This is an optimization exercise on Yosys and OpenROAD, whose aim is small area and a short achievable clock period, not a production implementation. Function was checked by simulation only, so behaviour that the tests miss may differ from the original.

## flow/design.v (module list and top-level ports; edited modules follow where they fit)
// module iir_filter: 1054 lines
// module iir_fa: 4 lines
module iir_filter(
    input clk,
    input rst,
    input signed [11:0] signal_i,
    output signed [11:0] signal_o
    );
  // ...
==> flow/run.sh <==
#!/bin/bash
# synth_recipe.tcl (not shown) runs the flow's synth.tcl, then flattens the netlist and writes it again
# the make line also repeats each setting of config.mk as NAME=value (left out here)
make -C /OpenROAD-flow-scripts/flow DESIGN_CONFIG=/design/flow/config.mk WORK_HOME=/design/flow/orfs CLKGATE_MAP_FILE= SYNTH_SCRIPT=/design/flow/synth_recipe.tcl finish
==> flow/config.mk <==
export PLATFORM = sky130hd
export DESIGN_NAME = iir_filter
export DESIGN_NICKNAME = iir_filter
export VERILOG_FILES = /design/flow/design.v
export SDC_FILE = /design/flow/constraint.sdc
export NUM_CORES = 4
export LEC_CHECK = 0
export ABC_AREA = 1
export CAP_MARGIN = 20
export CORE_MARGIN = 2
export CORE_UTILIZATION = 40
export CTS_BUF_LIST = sky130_fd_sc_hd__clkbuf_4 sky130_fd_sc_hd__clkbuf_8
export PLACE_DENSITY = 0.6
export SLEW_MARGIN = 20
export SYNTH_HIERARCHICAL = 1
==> flow/constraint.sdc <==
create_clock -name core_clock -period 14.5 [get_ports {clk}]
set_input_delay 2.9000 -clock core_clock [delete_from_list [all_inputs] [get_ports {clk}]]
set_output_delay 2.9000 -clock core_clock [all_outputs]
set_load 0.01 [all_outputs]
==> summary.txt, run 1 <==
# setup viols final = 0
Cts bufs inserted = 17
CP most frequent cell = fa_1
Non-clk bufs = 26
WL final = 39,770 um
Count of multi-input gates = 772
Signal inverters = 140
Area contributors post-synth = fa_1 (55%), dfstp_2 (12%), dfrtp_1 (11%)
Average wire per standard cell = 23.66 um
CP top delay family = adder cells
Min Hold Slack = 417.4 ps
Worst setup path startpoint = y0[1]
Top reg by flops = qa
Commonest cells in the netlist = fa_1 (442), inv_1 (138), nand2_1 (119)
Share of layout cells above drive strength 1 = 0.1065
Run status = complete, no violations
Fmax = 173.9 MHz
Top-area cell type share of the netlist area = 0.5516
Most frequent cells in the layout = fa_1 (442), inv_1 (137), nand2_1 (119), dfrtp_1 (72), dfstp_2 (72)
Clk_buf instances = 17
Met2 WL = 19,370 um
Post-synth net total = 1,621
Worst Hold Class = flop to flop
IO Pins = 26
Biggest regs = qa x21, qb x20
==> inputs of run 2 (changes only) <==
--- a/flow/design.v
+++ b/flow/design.v
@@ -819,190 +819,232 @@
 wire qs_787, qs_788;
 iir_fa u_qs_787 (.a(~qs_696), .b(qs_744), .c(qs_745), .s(qs_787), .co(qs_788));
 wire qs_789, qs_790;
 iir_fa u_qs_789 (.a(qs_747), .b(qs_700), .c(qs_746), .s(qs_789), .co(qs_790));
 wire qs_791, qs_792;
 iir_fa u_qs_791 (.a(qs_704), .b(qs_749), .c(qs_748), .s(qs_791), .co(qs_792));
 wire qs_793, qs_794;
 iir_fa u_qs_793 (.a(qs_708), .b(qs_751), .c(qs_750), .s(qs_793), .co(qs_794));
-wire ws_1, ws_2;
-iir_fa u_ws_1 (.a(x1[0]), .b(x1[7]), .c(y0[3]), .s(ws_1), .co(ws_2));
-wire ws_3, ws_4;
-iir_fa u_ws_3 (.a(x1[1]), .b(x1[8]), .c(y0[0]), .s(ws_3), .co(ws_4));
-wire ws_5, ws_6;
-iir_fa u_ws_5 (.a(y0[4]), .b(qa[8]), .c(qb[8]), .s(ws_5), .co(ws_6));
-wire ws_7, ws_8;
-iir_fa u_ws_7 (.a(x1[2]), .b(x1[9]), .c(y0[1]), .s(ws_7), .co(ws_8));
-wire ws_9, ws_10;
-iir_fa u_ws_9 (.a(y0[5]), .b(qa[9]), .c(qb[9]), .s(ws_9), .co(ws_10));
-wire ws_11, ws_12;
-iir_fa u_ws_11 (.a(x1[3]), .b(x1[10]), .c(y0[2]), .s(ws_11), .co(ws_12));
-wire ws_13, ws_14;
-iir_fa u_ws_13 (.a(y0[6]), .b(qa[10]), .c(qb[10]), .s(ws_13), .co(ws_14));
-wire ws_15, ws_16;
-iir_fa u_ws_15 (.a(x1[4]), .b(x1[11]), .c(y0[3]), .s(ws_15), .co(ws_16));
-wire ws_17, ws_18;
-iir_fa u_ws_17 (.a(y0[7]), .b(qa[11]), .c(qb[11]), .s(ws_17), .co(ws_18));
-wire ws_19, ws_20;
-iir_fa u_ws_19 (.a(x1[5]), .b(y0[4]), .c(y0[8]), .s(ws_19), .co(ws_20));
-wire ws_21, ws_22;
-assign ws_21 = qa[12] ^ qb[12];
-assign ws_22 = qa[12] & qb[12];
-wire ws_23, ws_24;
-iir_fa u_ws_23 (.a(x1[6]), .b(y0[5]), .c(y0[9]), .s(ws_23), .co(ws_24));
-wire ws_25, ws_26;
-assign ws_25 = qa[13] ^ qb[13];
-assign ws_26 = qa[13] & qb[13];
-wire ws_27, ws_28;
-iir_fa u_ws_27 (.a(x1[7]), .b(y0[6]), .c(y0[10]), .s(ws_27), .co(ws_28));
-wire ws_29, ws_30;
-assign ws_29 = qa[14] ^ qb[14];
-assign ws_30 = qa[14] & qb[14];
-wire ws_31, ws_32;
-iir_fa u_ws_31 (.a(x1[8]), .b(y0[7]), .c(y0[11]), .s(ws_31), .co(ws_32));
-wire ws_33, ws_34;
-assign ws_33 = qa[15] ^ qb[15];
-assign ws_34 = qa[15] & qb[15];
-wire ws_35, ws_36;
-iir_fa u_ws_35 (.a(x1[9]), .b(y0[8]), .c(qa[16]), .s(ws_35), .co(ws_36));
-wire ws_37, ws_38;
-iir_fa u_ws_37 (.a(x1[10]), .b(y0[9]), .c(qa[17]), .s(ws_37), .co(ws_38));
-wire ws_39, ws_40;
-iir_fa u_ws_39 (.a(x1[11]), .b(y0[10]), .c(qa[18]), .s(ws_39), .co(ws_40));
-wire ws_41, ws_42;
-iir_fa u_ws_41 (.a(x1[4]), .b(y0[0]), .c(qa[4]), .s(ws_41), .co(ws_42));
-wire ws_43, ws_44;
-iir_fa u_ws_43 (.a(x1[5]), .b(y0[1]), .c(qa[5]), .s(ws_43), .co(ws_44));
-wire ws_45, ws_46;
-iir_fa u_ws_45 (.a(x1[6]), .b(y0[2]), .c(qa[6]), .s(ws_45), .co(ws_46));
-wire ws_47, ws_48;
-iir_fa u_ws_47 (.a(qa[7]), .b(qb[7]), .c(ws_1), .s(ws_47), .co(ws_48));
-wire ws_49, ws_50;
-iir_fa u_ws_49 (.a(ws_2), .b(ws_3), .c(ws_5), .s(ws_49), .co(ws_50));
-wire ws_51, ws_52;
-iir_fa u_ws_51 (.a(ws_4), .b(ws_6), .c(ws_7), .s(ws_51), .co(ws_52));
-wire ws_53, ws_54;
-iir_fa u_ws_53 (.a(ws_8), .b(ws_10), .c(ws_11), .s(ws_53), .co(ws_54));
-wire ws_55, ws_56;
-iir_fa u_ws_55 (.a(ws_12), .b(ws_14), .c(ws_15), .s(ws_55), .co(ws_56));
-wire ws_57, ws_58;
-iir_fa u_ws_57 (.a(ws_21), .b(ws_16), .c(ws_18), .s(ws_57), .co(ws_58));
-wire ws_59, ws_60;
-iir_fa u_ws_59 (.a(ws_22), .b(ws_25), .c(ws_20), .s(ws_59), .co(ws_60));
-wire ws_61, ws_62;
-iir_fa u_ws_61 (.a(ws_26), .b(ws_29), .c(ws_24), .s(ws_61), .co(ws_62));
-wire ws_63, ws_64;
-iir_fa u_ws_63 (.a(ws_30), .b(ws_33), .c(ws_28), .s(ws_63), .co(ws_64));
-wire ws_65, ws_66;
-iir_fa u_ws_65 (.a(qb[16]), .b(ws_34), .c(ws_32), .s(ws_65), .co(ws_66));
-wire ws_67, ws_68;
-iir_fa u_ws_67 (.a(qb[17]), .b(ws_36), .c(ws_37), .s(ws_67), .co(ws_68));
-wire ws_69, ws_70;
-iir_fa u_ws_69 (.a(qb[18]), .b(ws_38), .c(ws_39), .s(ws_69), .co(ws_70));
-wire ws_71, ws_72;
-iir_fa u_ws_71 (.a(y0[11]), .b(qa[19]), .c(qb[19]), .s(ws_71), .co(ws_72));
-wire ws_73, ws_74;
-iir_fa u_ws_73 (.a(x1[1]), .b(qa[1]), .c(qb[1]), .s(ws_73), .co(ws_74));
-wire ws_75, ws_76;
-iir_fa u_ws_75 (.a(x1[2]), .b(qa[2]), .c(qb[2]), .s(ws_75), .co(ws_76));
-wire ws_77, ws_78;
-iir_fa u_ws_77 (.a(x1[3]), .b(qa[3]), .c(qb[3]), .s(ws_77), .co(ws_78));
-wire ws_79, ws_80;
-assign ws_79 = qb[4] ^ ws_41;
-assign ws_80 = qb[4] & ws_41;
-wire ws_81, ws_82;
-iir_fa u_ws_81 (.a(qb[5]), .b(ws_42), .c(ws_43), .s(ws_81), .co(ws_82));
-wire ws_83, ws_84;
-iir_fa u_ws_83 (.a(qb[6]), .b(ws_44), .c(ws_45), .s(ws_83), .co(ws_84));
-wire ws_85, ws_86;
-assign ws_85 = ws_46 ^ ws_47;
-assign ws_86 = ws_46 & ws_47;
-wire ws_87, ws_88;
-assign ws_87 = ws_48 ^ ws_49;
-assign ws_88 = ws_48 & ws_49;
-wire ws_89, ws_90;
-iir_fa u_ws_89 (.a(ws_9), .b(ws_50), .c(ws_51), .s(ws_89), .co(ws_90));
-wire ws_91, ws_92;
-iir_fa u_ws_91 (.a(ws_13), .b(ws_52), .c(ws_53), .s(ws_91), .co(ws_92));
-wire ws_93, ws_94;
-iir_fa u_ws_93 (.a(ws_17), .b(ws_54), .c(ws_55), .s(ws_93), .co(ws_94));
-wire ws_95, ws_96;
-iir_fa u_ws_95 (.a(ws_19), .b(ws_56), .c(ws_57), .s(ws_95), .co(ws_96));
-wire ws_97, ws_98;
-iir_fa u_ws_97 (.a(ws_23), .b(ws_59), .c(ws_58), .s(ws_97), .co(ws_98));
-wire ws_99, ws_100;
-iir_fa u_ws_99 (.a(ws_27), .b(ws_60), .c(ws_61), .s(ws_99), .co(ws_100));
-wire ws_101, ws_102;
-iir_fa u_ws_101 (.a(ws_31), .b(ws_62), .c(ws_63), .s(ws_101), .co(ws_102));
-wire ws_103, ws_104;
-iir_fa u_ws_103 (.a(ws_35), .b(ws_64), .c(ws_65), .s(ws_103), .co(ws_104));
-wire ws_105, ws_106;
-assign ws_105 = ws_66 ^ ws_67;
-assign ws_106 = ws_66 & ws_67;
-wire ws_107, ws_108;
-assign ws_107 = ws_68 ^ ws_69;
-assign ws_108 = ws_68 & ws_69;
-wire ws_109, ws_110;
-iir_fa u_ws_109 (.a(ws_40), .b(ws_71), .c(ws_70), .s(ws_109), .co(ws_110));
-wire ws_111, ws_112;
-iir_fa u_ws_111 (.a(qa[20]), .b(qb[20]), .c(ws_72), .s(ws_111), .co(ws_112));
-wire [20:0] w = {ws_110, ws_108, ws_106, ws_104, ws_102, ws_100, ws_98, ws_96, ws_94, ws_92, ws_90, ws_88, ws_86, ws_84, ws_82, ws_80, ws_78, ws_76, ws_74, ws_73, x1[0]} + {ws_111, ws_109, ws_107, ws_105, ws_103, ws_101, ws_99, ws_97, ws_95, ws_93, ws_91, ws_89, ws_87, ws_85, ws_83, ws_81, ws_79, ws_77, ws_75, 1'b0, qa[0]};
 wire ys_1, ys_2;
-iir_fa u_ys_1 (.a(signal_i[0]), .b(signal_i[1]), .c(signal_i[3]), .s(ys_1), .co(ys_2));
+iir_fa u_ys_1 (.a(x1[0]), .b(x1[7]), .c(y0[3]), .s(ys_1), .co(ys_2));
 wire ys_3, ys_4;
-iir_fa u_ys_3 (.a(signal_i[1]), .b(signal_i[2]), .c(signal_i[4]), .s(ys_3), .co(ys_4));
+iir_fa u_ys_3 (.a(x1[1]), .b(x1[8]), .c(y0[0]), .s(ys_3), .co(ys_4));
 wire ys_5, ys_6;
-iir_fa u_ys_5 (.a(signal_i[2]), .b(signal_i[3]), .c(signal_i[5]), .s(ys_5), .co(ys_6));
+iir_fa u_ys_5 (.a(y0[4]), .b(qa[8]), .c(qb[8]), .s(ys_5), .co(ys_6));
 wire ys_7, ys_8;
-iir_fa u_ys_7 (.a(signal_i[3]), .b(signal_i[4]), .c(signal_i[6]), .s(ys_7), .co(ys_8));
+iir_fa u_ys_7 (.a(x1[2]), .b(x1[9]), .c(y0[1]), .s(ys_7), .co(ys_8));
 wire ys_9, ys_10;
-iir_fa u_ys_9 (.a(signal_i[4]), .b(signal_i[5]), .c(signal_i[7]), .s(ys_9), .co(ys_10));
+iir_fa u_ys_9 (.a(y0[5]), .b(qa[9]), .c(qb[9]), .s(ys_9), .co(ys_10));
 wire ys_11, ys_12;
-iir_fa u_ys_11 (.a(signal_i[5]), .b(signal_i[6]), .c(signal_i[8]), .s(ys_11), .co(ys_12));
+iir_fa u_ys_11 (.a(x1[3]), .b(x1[10]), .c(y0[2]), .s(ys_11), .co(ys_12));
 wire ys_13, ys_14;
-iir_fa u_ys_13 (.a(signal_i[6]), .b(signal_i[7]), .c(signal_i[9]), .s(ys_13), .co(ys_14));
+iir_fa u_ys_13 (.a(y0[6]), .b(qa[10]), .c(qb[10]), .s(ys_13), .co(ys_14));
 wire ys_15, ys_16;
-iir_fa u_ys_15 (.a(signal_i[7]), .b(signal_i[8]), .c(signal_i[10]), .s(ys_15), .co(ys_16));
+iir_fa u_ys_15 (.a(x1[4]), .b(x1[11]), .c(y0[3]), .s(ys_15), .co(ys_16));
 wire ys_17, ys_18;
-iir_fa u_ys_17 (.a(signal_i[8]), .b(signal_i[9]), .c(~signal_i[11]), .s(ys_17), .co(ys_18));
+iir_fa u_ys_17 (.a(y0[7]), .b(qa[11]), .c(qb[11]), .s(ys_17), .co(ys_18));
 wire ys_19, ys_20;
-assign ys_19 = signal_i[9] ^ signal_i[10];
-assign ys_20 = signal_i[9] & signal_i[10];
+iir_fa u_ys_19 (.a(x1[5]), .b(y0[4]), .c(y0[8]), .s(ys_19), .co(ys_20));
 wire ys_21, ys_22;
-assign ys_21 = signal_i[10] ^ ~signal_i[11];
-assign ys_22 = signal_i[10] & ~signal_i[11];
+assign ys_21 = qa[12] ^ qb[12];
+assign ys_22 = qa[12] & qb[12];
 wire ys_23, ys_24;
-iir_fa u_ys_23 (.a(signal_i[0]), .b(signal_i[2]), .c(w[3]), .s(ys_23), .co(ys_24));
+iir_fa u_ys_23 (.a(x1[6]), .b(y0[5]), .c(y0[9]), .s(ys_23), .co(ys_24));
 wire ys_25, ys_26;
-assign ys_25 = w[4] ^ ys_1;
-assign ys_26 = w[4] & ys_1;
+assign ys_25 = qa[13] ^ qb[13];
+assign ys_26 = qa[13] & qb[13];
 wire ys_27, ys_28;
-iir_fa u_ys_27 (.a(w[5]), .b(ys_2), .c(ys_3), .s(ys_27), .co(ys_28));
+iir_fa u_ys_27 (.a(x1[7]), .b(y0[6]), .c(y0[10]), .s(ys_27), .co(ys_28));
 wire ys_29, ys_30;
-iir_fa u_ys_29 (.a(w[6]), .b(ys_4), .c(ys_5), .s(ys_29), .co(ys_30));
+assign ys_29 = qa[14] ^ qb[14];
+assign ys_30 = qa[14] & qb[14];
 wire ys_31, ys_32;
-iir_fa u_ys_31 (.a(w[7]), .b(ys_6), .c(ys_7), .s(ys_31), .co(ys_32));
+iir_fa u_ys_31 (.a(x1[8]), .b(y0[7]), .c(y0[11]), .s(ys_31), .co(ys_32));
 wire ys_33, ys_34;
-iir_fa u_ys_33 (.a(w[8]), .b(ys_8), .c(ys_9), .s(ys_33), .co(ys_34));
+assign ys_33 = qa[15] ^ qb[15];
+assign ys_34 = qa[15] & qb[15];
 wire ys_35, ys_36;
-iir_fa u_ys_35 (.a(w[9]), .b(ys_10), .c(ys_11), .s(ys_35), .co(ys_36));
+iir_fa u_ys_35 (.a(x1[9]), .b(y0[8]), .c(qa[16]), .s(ys_35), .co(ys_36));
 wire ys_37, ys_38;
-iir_fa u_ys_37 (.a(w[10]), .b(ys_12), .c(ys_13), .s(ys_37), .co(ys_38));
+iir_fa u_ys_37 (.a(x1[10]), .b(y0[9]), .c(qa[17]), .s(ys_37), .co(ys_38));
 wire ys_39, ys_40;
-iir_fa u_ys_39 (.a(w[11]), .b(ys_14), .c(ys_15), .s(ys_39), .co(ys_40));
+iir_fa u_ys_39 (.a(x1[11]), .b(y0[10]), .c(qa[18]), .s(ys_39), .co(ys_40));
 wire ys_41, ys_42;
-iir_fa u_ys_41 (.a(w[12]), .b(ys_16), .c(ys_17), .s(ys_41), .co(ys_42));
+iir_fa u_ys_41 (.a(x1[4]), .b(y0[0]), .c(qa[4]), .s(ys_41), .co(ys_42));
 wire ys_43, ys_44;
-iir_fa u_ys_43 (.a(ys_19), .b(w[13]), .c(ys_18), .s(ys_43), .co(ys_44));
+iir_fa u_ys_43 (.a(x1[5]), .b(y0[1]), .c(qa[5]), .s(ys_43), .co(ys_44));
 wire ys_45, ys_46;
-iir_fa u_ys_45 (.a(ys_20), .b(ys_21), .c(w[14]), .s(ys_45), .co(ys_46));
+iir_fa u_ys_45 (.a(x1[6]), .b(y0[2]), .c(qa[6]), .s(ys_45), .co(ys_46));
 wire ys_47, ys_48;
-iir_fa u_ys_47 (.a(ys_22), .b(~signal_i[11]), .c(w[15]), .s(ys_47), .co(ys_48));
-wire [20:0] ysum = {w[20], w[19], w[18], w[17], ys_48, ys_46, ys_44, ys_42, ys_40, ys_38, ys_36, ys_34, ys_32, ys_30, ys_28, ys_26, ys_24, ys_23, signal_i[1], signal_i[0], w[0]} + {1'b0, 1'b0, 1'b0, 1'b0, w[16], ys_47, ys_45, ys_43, ys_41, ys_39, ys_37, ys_35, ys_33, ys_31, ys_29, ys_27, ys_25, 1'b0, w[2], w[1], 1'b0};
+iir_fa u_ys_47 (.a(qa[7]), .b(qb[7]), .c(ys_1), .s(ys_47), .co(ys_48));
+wire ys_49, ys_50;
+iir_fa u_ys_49 (.a(ys_2), .b(ys_3), .c(ys_5), .s(ys_49), .co(ys_50));
+wire ys_51, ys_52;
+iir_fa u_ys_51 (.a(ys_4), .b(ys_6), .c(ys_7), .s(ys_51), .co(ys_52));
+wire ys_53, ys_54;
+iir_fa u_ys_53 (.a(ys_8), .b(ys_10), .c(ys_11), .s(ys_53), .co(ys_54));
+wire ys_55, ys_56;
+iir_fa u_ys_55 (.a(ys_12), .b(ys_14), .c(ys_15), .s(ys_55), .co(ys_56));
+wire ys_57, ys_58;
+iir_fa u_ys_57 (.a(ys_21), .b(ys_16), .c(ys_18), .s(ys_57), .co(ys_58));
+wire ys_59, ys_60;
+iir_fa u_ys_59 (.a(ys_22), .b(ys_25), .c(ys_20), .s(ys_59), .co(ys_60));
+wire ys_61, ys_62;
+iir_fa u_ys_61 (.a(ys_26), .b(ys_29), .c(ys_24), .s(ys_61), .co(ys_62));
+wire ys_63, ys_64;
+iir_fa u_ys_63 (.a(ys_30), .b(ys_33), .c(ys_28), .s(ys_63), .co(ys_64));
+wire ys_65, ys_66;
+iir_fa u_ys_65 (.a(qb[16]), .b(ys_34), .c(ys_32), .s(ys_65), .co(ys_66));
+wire ys_67, ys_68;
+iir_fa u_ys_67 (.a(qb[17]), .b(ys_36), .c(ys_37), .s(ys_67), .co(ys_68));
+wire ys_69, ys_70;
+iir_fa u_ys_69 (.a(qb[18]), .b(ys_38), .c(ys_39), .s(ys_69), .co(ys_70));
+wire ys_71, ys_72;
+iir_fa u_ys_71 (.a(y0[11]), .b(qa[19]), .c(qb[19]), .s(ys_71), .co(ys_72));
+wire ys_73, ys_74;
+iir_fa u_ys_73 (.a(x1[1]), .b(qa[1]), .c(qb[1]), .s(ys_73), .co(ys_74));
+wire ys_75, ys_76;
+iir_fa u_ys_75 (.a(x1[2]), .b(qa[2]), .c(qb[2]), .s(ys_75), .co(ys_76));
+wire ys_77, ys_78;
+iir_fa u_ys_77 (.a(x1[3]), .b(qa[3]), .c(qb[3]), .s(ys_77), .co(ys_78));
+wire ys_79, ys_80;
+assign ys_79 = qb[4] ^ ys_41;
+assign ys_80 = qb[4] & ys_41;
+wire ys_81, ys_82;
+iir_fa u_ys_81 (.a(qb[5]), .b(ys_42), .c(ys_43), .s(ys_81), .co(ys_82));
+wire ys_83, ys_84;
+iir_fa u_ys_83 (.a(qb[6]), .b(ys_44), .c(ys_45), .s(ys_83), .co(ys_84));
+wire ys_85, ys_86;
+assign ys_85 = ys_46 ^ ys_47;
+assign ys_86 = ys_46 & ys_47;
+wire ys_87, ys_88;
+assign ys_87 = ys_48 ^ ys_49;
+assign ys_88 = ys_48 & ys_49;
+wire ys_89, ys_90;
+iir_fa u_ys_89 (.a(ys_9), .b(ys_50), .c(ys_51), .s(ys_89), .co(ys_90));
+wire ys_91, ys_92;
+iir_fa u_ys_91 (.a(ys_13), .b(ys_52), .c(ys_53), .s(ys_91), .co(ys_92));
+wire ys_93, ys_94;
+iir_fa u_ys_93 (.a(ys_17), .b(ys_54), .c(ys_55), .s(ys_93), .co(ys_94));
+wire ys_95, ys_96;
+iir_fa u_ys_95 (.a(ys_19), .b(ys_56), .c(ys_57), .s(ys_95), .co(ys_96));
+wire ys_97, ys_98;
+iir_fa u_ys_97 (.a(ys_23), .b(ys_59), .c(ys_58), .s(ys_97), .co(ys_98));
+wire ys_99, ys_100;
+iir_fa u_ys_99 (.a(ys_27), .b(ys_60), .c(ys_61), .s(ys_99), .co(ys_100));
+wire ys_101, ys_102;
+iir_fa u_ys_101 (.a(ys_31), .b(ys_62), .c(ys_63), .s(ys_101), .co(ys_102));
+wire ys_103, ys_104;
+iir_fa u_ys_103 (.a(ys_35), .b(ys_64), .c(ys_65), .s(ys_103), .co(ys_104));
+wire ys_105, ys_106;
+assign ys_105 = ys_66 ^ ys_67;
+assign ys_106 = ys_66 & ys_67;
+wire ys_107, ys_108;
+assign ys_107 = ys_68 ^ ys_69;
+assign ys_108 = ys_68 & ys_69;
+wire ys_109, ys_110;
+iir_fa u_ys_109 (.a(ys_40), .b(ys_71), .c(ys_70), .s(ys_109), .co(ys_110));
+wire ys_111, ys_112;
+iir_fa u_ys_111 (.a(qa[20]), .b(qb[20]), .c(ys_72), .s(ys_111), .co(ys_112));
+wire ys_113, ys_114;
+iir_fa u_ys_113 (.a(ys_79), .b(ys_78), .c(signal_i[0]), .s(ys_113), .co(ys_114));
+wire ys_115, ys_116;
+iir_fa u_ys_115 (.a(ys_80), .b(ys_81), .c(signal_i[1]), .s(ys_115), .co(ys_116));
+wire ys_117, ys_118;
+iir_fa u_ys_117 (.a(ys_82), .b(ys_83), .c(signal_i[2]), .s(ys_117), .co(ys_118));
+wire ys_119, ys_120;
+iir_fa u_ys_119 (.a(ys_85), .b(ys_84), .c(signal_i[3]), .s(ys_119), .co(ys_120));
+wire ys_121, ys_122;
+iir_fa u_ys_121 (.a(ys_86), .b(ys_87), .c(signal_i[4]), .s(ys_121), .co(ys_122));
+wire ys_123, ys_124;
+iir_fa u_ys_123 (.a(ys_88), .b(ys_89), .c(signal_i[5]), .s(ys_123), .co(ys_124));
+wire ys_125, ys_126;
+iir_fa u_ys_125 (.a(ys_90), .b(ys_91), .c(signal_i[6]), .s(ys_125), .co(ys_126));
+wire ys_127, ys_128;
+iir_fa u_ys_127 (.a(ys_92), .b(ys_93), .c(signal_i[7]), .s(ys_127), .co(ys_128));
+wire ys_129, ys_130;
+iir_fa u_ys_129 (.a(ys_94), .b(ys_95), .c(signal_i[8]), .s(ys_129), .co(ys_130));
+wire ys_131, ys_132;
+iir_fa u_ys_131 (.a(ys_96), .b(ys_97), .c(signal_i[9]), .s(ys_131), .co(ys_132));
+wire ys_133, ys_134;
+iir_fa u_ys_133 (.a(ys_98), .b(ys_99), .c(signal_i[10]), .s(ys_133), .co(ys_134));
+wire ys_135, ys_136;
+iir_fa u_ys_135 (.a(ys_76), .b(ys_77), .c(signal_i[0]), .s(ys_135), .co(ys_136));
+wire ys_137, ys_138;
+iir_fa u_ys_137 (.a(signal_i[1]), .b(signal_i[3]), .c(ys_113), .s(ys_137), .co(ys_138));
+wire ys_139, ys_140;
+iir_fa u_ys_139 (.a(signal_i[2]), .b(signal_i[4]), .c(ys_114), .s(ys_139), .co(ys_140));
+wire ys_141, ys_142;
+iir_fa u_ys_141 (.a(signal_i[3]), .b(signal_i[5]), .c(ys_116), .s(ys_141), .co(ys_142));
+wire ys_143, ys_144;
+iir_fa u_ys_143 (.a(signal_i[4]), .b(signal_i[6]), .c(ys_118), .s(ys_143), .co(ys_144));
+wire ys_145, ys_146;
+iir_fa u_ys_145 (.a(signal_i[5]), .b(signal_i[7]), .c(ys_120), .s(ys_145), .co(ys_146));
+wire ys_147, ys_148;
+iir_fa u_ys_147 (.a(signal_i[6]), .b(signal_i[8]), .c(ys_122), .s(ys_147), .co(ys_148));
+wire ys_149, ys_150;
+iir_fa u_ys_149 (.a(signal_i[7]), .b(signal_i[9]), .c(ys_124), .s(ys_149), .co(ys_150));
+wire ys_151, ys_152;
+iir_fa u_ys_151 (.a(signal_i[8]), .b(signal_i[10]), .c(ys_126), .s(ys_151), .co(ys_152));
+wire ys_153, ys_154;
+iir_fa u_ys_153 (.a(signal_i[9]), .b(ys_128), .c(ys_129), .s(ys_153), .co(ys_154));
+wire ys_155, ys_156;
+iir_fa u_ys_155 (.a(signal_i[10]), .b(ys_130), .c(ys_131), .s(ys_155), .co(ys_156));
+wire ys_157, ys_158;
+iir_fa u_ys_157 (.a(~signal_i[11]), .b(ys_132), .c(ys_133), .s(ys_157), .co(ys_158));
+wire ys_159, ys_160;
+iir_fa u_ys_159 (.a(ys_100), .b(ys_101), .c(ys_134), .s(ys_159), .co(ys_160));
+wire ys_161, ys_162;
+iir_fa u_ys_161 (.a(ys_74), .b(ys_75), .c(signal_i[1]), .s(ys_161), .co(ys_162));
+wire ys_163, ys_164;
+assign ys_163 = signal_i[2] ^ ys_135;
+assign ys_164 = signal_i[2] & ys_135;
+wire ys_165, ys_166;
+assign ys_165 = ys_136 ^ ys_137;
+assign ys_166 = ys_136 & ys_137;
+wire ys_167, ys_168;
+iir_fa u_ys_167 (.a(ys_115), .b(ys_138), .c(ys_139), .s(ys_167), .co(ys_168));
+wire ys_169, ys_170;
+iir_fa u_ys_169 (.a(ys_117), .b(ys_140), .c(ys_141), .s(ys_169), .co(ys_170));
+wire ys_171, ys_172;
+iir_fa u_ys_171 (.a(ys_119), .b(ys_142), .c(ys_143), .s(ys_171), .co(ys_172));
+wire ys_173, ys_174;
+iir_fa u_ys_173 (.a(ys_121), .b(ys_144), .c(ys_145), .s(ys_173), .co(ys_174));
+wire ys_175, ys_176;
+iir_fa u_ys_175 (.a(ys_123), .b(ys_146), .c(ys_147), .s(ys_175), .co(ys_176));
+wire ys_177, ys_178;
+iir_fa u_ys_177 (.a(ys_125), .b(ys_148), .c(ys_149), .s(ys_177), .co(ys_178));
+wire ys_179, ys_180;
+iir_fa u_ys_179 (.a(ys_127), .b(ys_150), .c(ys_151), .s(ys_179), .co(ys_180));
+wire ys_181, ys_182;
+iir_fa u_ys_181 (.a(~signal_i[11]), .b(ys_152), .c(ys_153), .s(ys_181), .co(ys_182));
+wire ys_183, ys_184;
+assign ys_183 = ys_154 ^ ys_155;
+assign ys_184 = ys_154 & ys_155;
+wire ys_185, ys_186;
+assign ys_185 = ys_156 ^ ys_157;
+assign ys_186 = ys_156 & ys_157;
+wire ys_187, ys_188;
+iir_fa u_ys_187 (.a(~signal_i[11]), .b(ys_159), .c(ys_158), .s(ys_187), .co(ys_188));
+wire ys_189, ys_190;
+iir_fa u_ys_189 (.a(ys_102), .b(ys_103), .c(ys_160), .s(ys_189), .co(ys_190));
+wire ys_191, ys_192;
+assign ys_191 = ys_105 ^ ys_104;
+assign ys_192 = ys_105 & ys_104;
+wire ys_193, ys_194;
+assign ys_193 = ys_106 ^ ys_107;
+assign ys_194 = ys_106 & ys_107;
+wire ys_195, ys_196;
+assign ys_195 = ys_108 ^ ys_109;
+assign ys_196 = ys_108 & ys_109;
+wire ys_197, ys_198;
+assign ys_197 = ys_111 ^ ys_110;
+assign ys_198 = ys_111 & ys_110;
+wire [20:0] ysum = {ys_196, ys_194, ys_192, ys_190, ys_188, ys_186, ys_184, ys_182, ys_180, ys_178, ys_176, ys_174, ys_172, ys_170, ys_168, ys_166, ys_164, ys_162, ys_161, ys_73, x1[0]} + {ys_197, ys_195, ys_193, ys_191, ys_189, ys_187, ys_185, ys_183, ys_181, ys_179, ys_177, ys_175, ys_173, ys_171, ys_169, ys_167, ys_165, ys_163, 1'b0, signal_i[0], qa[0]};
 always @(posedge clk or posedge rst) begin
     if (rst) begin
         y0 <= 12'h7ff; y1 <= 12'h7ff; y2 <= 12'h7ff; y3 <= 12'h7ff; y4 <= 12'h7ff; y5 <= 12'h7ff;
         x1 <= 12'h800; x2 <= 12'h800; x3 <= 12'h800; x4 <= 12'h800; x5 <= 12'h800; x6 <= 12'h800;
     end else begin
         y0 <= {ysum[20], ~ysum[19:9]}; y1 <= y0; y2 <= y1; y3 <= y2; y4 <= y3; y5 <= y4;
         x1 <= {~signal_i[11], signal_i[10:0]}; x2 <= x1; x3 <= x2; x4 <= x3; x5 <= x4; x6 <= x5;
     end
==> run 2 against run 1 <==
Via count shrank 8.2%. Fmax is 1.3% higher. First-iteration DRC count is 23% lower. Die area fell by 2.2%. Critical path type is now primary input to flop. Critical endpoint unchanged.
==> summary.txt, run 2 <==
Initial core utilization = 0.4056 (was 0.4047)
IO Pins = 26 (unchanged)
Final Wtd Congestion = 0.9122 (was 0.9370)
Multi-input gate area = 10,700 sq um (was 10,990 sq um)
Clock sink count = 185 (unchanged)
Min Hold Slack = 401.2 ps (was 417.4 ps)
Top-area cell type share of the netlist area = 0.5823 (was 0.5516)
Final std cells w/o fill = 1,566 (was 1,681)
Final Instance Area = 16,970 sq um (was 17,350 sq um)
Area of placed instances = 16,590 sq um (was 16,950 sq um)
Cts hold-fix bufs = 0 (unchanged)
Post-synth ARST share = 0.7784 (unchanged)
Post-Syn Area = 15,680 sq um (was 16,040 sq um)
Critical Path AT = 6090 ps (was 6180 ps)
H-tree lvl count = 4 (unchanged)
Worst-margin pin slew = 844.2 ps (was 904.3 ps)
Die height = 202.0 um (was 204.3 um)
Clock Skew = 22.16 ps (was 15.83 ps)
Biggest regs = qa x21, qb x20 (unchanged)
Clock Tree Buf Depth = 2 (unchanged)
Vias post-DR = 7,635 (was 8,314)
Yosys cell types = 25 (was 31)
DRT Pass-1 Iters = 5 (was 6)
Largest net degree at the start of global routing = 87 (was 75)
Number of synthesized flops with an enable pin = 0 (unchanged)
Clock transition at path regs = 100 ps (was 110 ps)
Final antenna-violating net count = 0 (unchanged)
Top_reg_cell synth = dfstp_2 (unchanged)
Initial antenna violation count = 1 (unchanged)
Core area = 38,650 sq um (was 39,640 sq um)
# diodes = 0 (was 1)
Area of the die = 40,790 sq um (was 41,720 sq um)
Area contributors post-synth = fa_1 (58%), dfstp_2 (12%), dfrtp_1 (11%) (was fa_1 (55%), dfstp_2 (12%), dfrtp_1 (11%))
Fmax = 176.1 MHz (was 173.9 MHz)
Register area share after synthesis = 0.2880 (was 0.2814)
Crit path time final = 5678 ps (was 5750 ps)
Die span in x = 202.0 um (was 204.3 um)
Filler cells = 3,445 (was 3,621)
Most frequent cells in the layout = fa_1 (456), inv_1 (117), nand2_1 (89), dfrtp_1 (72), dfstp_2 (72) (was fa_1 (442), inv_1 (137), nand2_1 (119), dfrtp_1 (72), dfstp_2 (72))
Share of layout cells above drive strength 1 = 0.1298 (was 0.1065)
Average wire per standard cell = 23.76 um (was 23.66 um)
All-Layer GR Usage = 0.2020 (was 0.2130)
Via density = 4.875 (was 4.946)
Commonest non-fill, non-tap cell in the layout = fa_1 (unchanged)
Clock root cell = clkbuf_8 (unchanged)
Cell taking the most area after synthesis = fa_1 (unchanged)
Nets = 1,561 (was 1,665)
Crit start category = primary input (was flop)
Unrepaired setup endpoints after global routing = false (unchanged)
Run status = complete, no violations (unchanged)
Kind of end point of the critical path = flop (unchanged)
WL final = 37,210 um (was 39,770 um)
Commonest cells in the netlist = fa_1 (456), inv_1 (118), nand2_1 (89) (was fa_1 (442), inv_1 (138), nand2_1 (119))
Fin. Hold Viols = 0 (unchanged)
First-pass GRT wire length = 58,080 um (was 62,040 um)
Vias in the first global route = 9,291 (was 9,576)
Register area = 4514 sq um (unchanged)
Fin. max-slew vios = 0 (unchanged)
Top reg by flops = qa (unchanged)
Clk latency of the worst-skew pair = 510 ps (was 530 ps)
# setup viols final = 0 (unchanged)
Worst Path Class, Setup = primary input to flop (was flop to flop)
YS warnings = 7 (unchanged)
Port bufs = 25 (unchanged)
Slew HR = 0.4372 (was 0.3971)
Syn Inst Count = 990 (was 1,098)
Syn-to-layout area delta = 8.221% (was 8.174%)
Post-synthesis average cell area = 15.83 sq um (was 14.61 sq um)
Crit-path max FO = 6 (was 8)
Site Rows = 72 (was 73)
CTS resizes = 0 (unchanged)
Cts bufs inserted = 17 (unchanged)
Worst Hold Class = flop to flop (unchanged)
Post-CTS Repair Setup Buffers = 0 (unchanged)
Remaining Overflow, GRT = 0 (unchanged)
Setup TNS = 0 ps (unchanged)
DRT iter0 DRCs = 379 (was 493)
Max reg flops = 21 (unchanged)
DRC viols = 0 (unchanged)
Most common cell in the netlist = fa_1 (unchanged)
Synthesized flop and latch total = 185 (unchanged)
Post-synth net total = 1,516 (was 1,621)
Final period utilization = 0.3916 (was 0.3965)
Max cap viols = 0 (unchanged)
Dpl hpwl = 31,750 um (was 34,340 um)
CP required = 14,910 ps (was 14,930 ps)
TritonCTS clock tree = built (unchanged)
Placed Instances = 1,534 (was 1,648)
## run 2: cell count changes in the layout (fill, tap and decap cells not counted), moves of 5 or more
cell,delta
nand3_1,-6
xor2_1,-13
a21oi_1,-19
fa_1,+14
o21ai_0,-16
nor2_1,-11
ha_1,-11
nand3b_1,+6
nand2_1,-30
nand2_2,+5
inv_1,-20
## run 2: final timing paths
check	startpoint	end	slack, ps	cells after the start
setup / recovery	signal_i[10]	y0[11]	8820	11
hold / removal	y4[10]	y5[10]	400	0
setup reg to reg	y0[3]	y0[9]	9580	15
hold reg to reg	y4[10]	y5[10]	400	0
max in group asynchronous	rst	x2[1]	10290	3
min in group asynchronous	rst	x2[8]	2950	2
## run 2: metrics by stage
step | worst slack (ps) | utilization
2_1_floorplan | 7853 | -
3_3_place_gp | 8340 | 0.4292
3_5_place_dp | 8296 | 0.4292
4_1_cts | 8860 | 0.4390
5_1_grt | 8663 | 0.4390
6_report | 8822 | 0.4390
## run 2: cells by family after synthesis
kind of cell             count (synthesis)  share of synthesized area
adder cells (fa/ha/maj)                512                     0.6270
XOR/XNOR                                 7                   0.003911
AND/OR/NAND/NOR                        143                    0.04382
flip-flops                             185                     0.2880
buffers and inverters                  123                    0.02969
AO/OA/AOI/OAI                           20                   0.007582
## run 2: final cells by class
type,instances,share of cell area
Multi-Input combinational cell,682,0.6305
Tap cell,518,0.03820
Timing Repair Buffer,27,0.01564
Clock buffer,20,0.01549
Sequential cell,185,0.2661
Clock inverter,12,0.006785
Inverter,122,0.02729
## run 2: layer usage
metal / global-route usage / vias up / share of wire
met5: 0 / - / 0
met4: 0.05961 / 0 / 0.023
met3: 0.03966 / 38 / 0.047
met2: 0.3369 / 182 / 0.52
met1: 0.2708 / 4329 / 0.41
li1: - / 3086 / -
## run 2: Yosys stat by module, one instance, submodules excluded
module      times used  area [sq um]  cells inside
iir_fa             456         20.02             1
iir_filter           1          6548           534
## run 2: critical path, cell delays in order
cell	delay, ps
clkdlybuf4s50_1	660
fa_1	500
fa_1	390
fa_1	450
ha_1	390
a21oi_1	240
nand2_1	110
a21oi_1	240
nand3_2	90
nand2_1	60
nand2_1	40

## separate check: timing with driven ports
Ports are ideal in the flow. The routed layouts listed here were re-timed in OpenROAD.
Step 1 (the two cells are an assumption about what drives the block):
set clk [get_ports {clk}]
set_driving_cell -lib_cell sky130_fd_sc_hd__clkbuf_16 $clk
set_driving_cell -lib_cell sky130_fd_sc_hd__buf_2 [delete_from_list [all_inputs] $clk]
Step 2, shift: input delay + t, output delay - t, t = (earliest + latest rising clock arrival at the registers) / 2. This alone moves slack from input paths to output paths.
Slacks: ideal / step 1 / step 2; pairs: ideal / step 1.
run	shift t [ns]	slack for setup (ns)	worst hold slack (ns)
run 1	0.569	8.750 / 8.750 / 8.532	0.417 / 0.417 / 0.417
run 2	0.547	8.822 / 8.847 / 8.300	0.401 / 0.401 / 0.401
After both steps setup and hold are still met in every run listed. For run 2, which loses most, drivers alone change the setup slack by +0.025 ns; drivers and shift together by -0.522 ns.
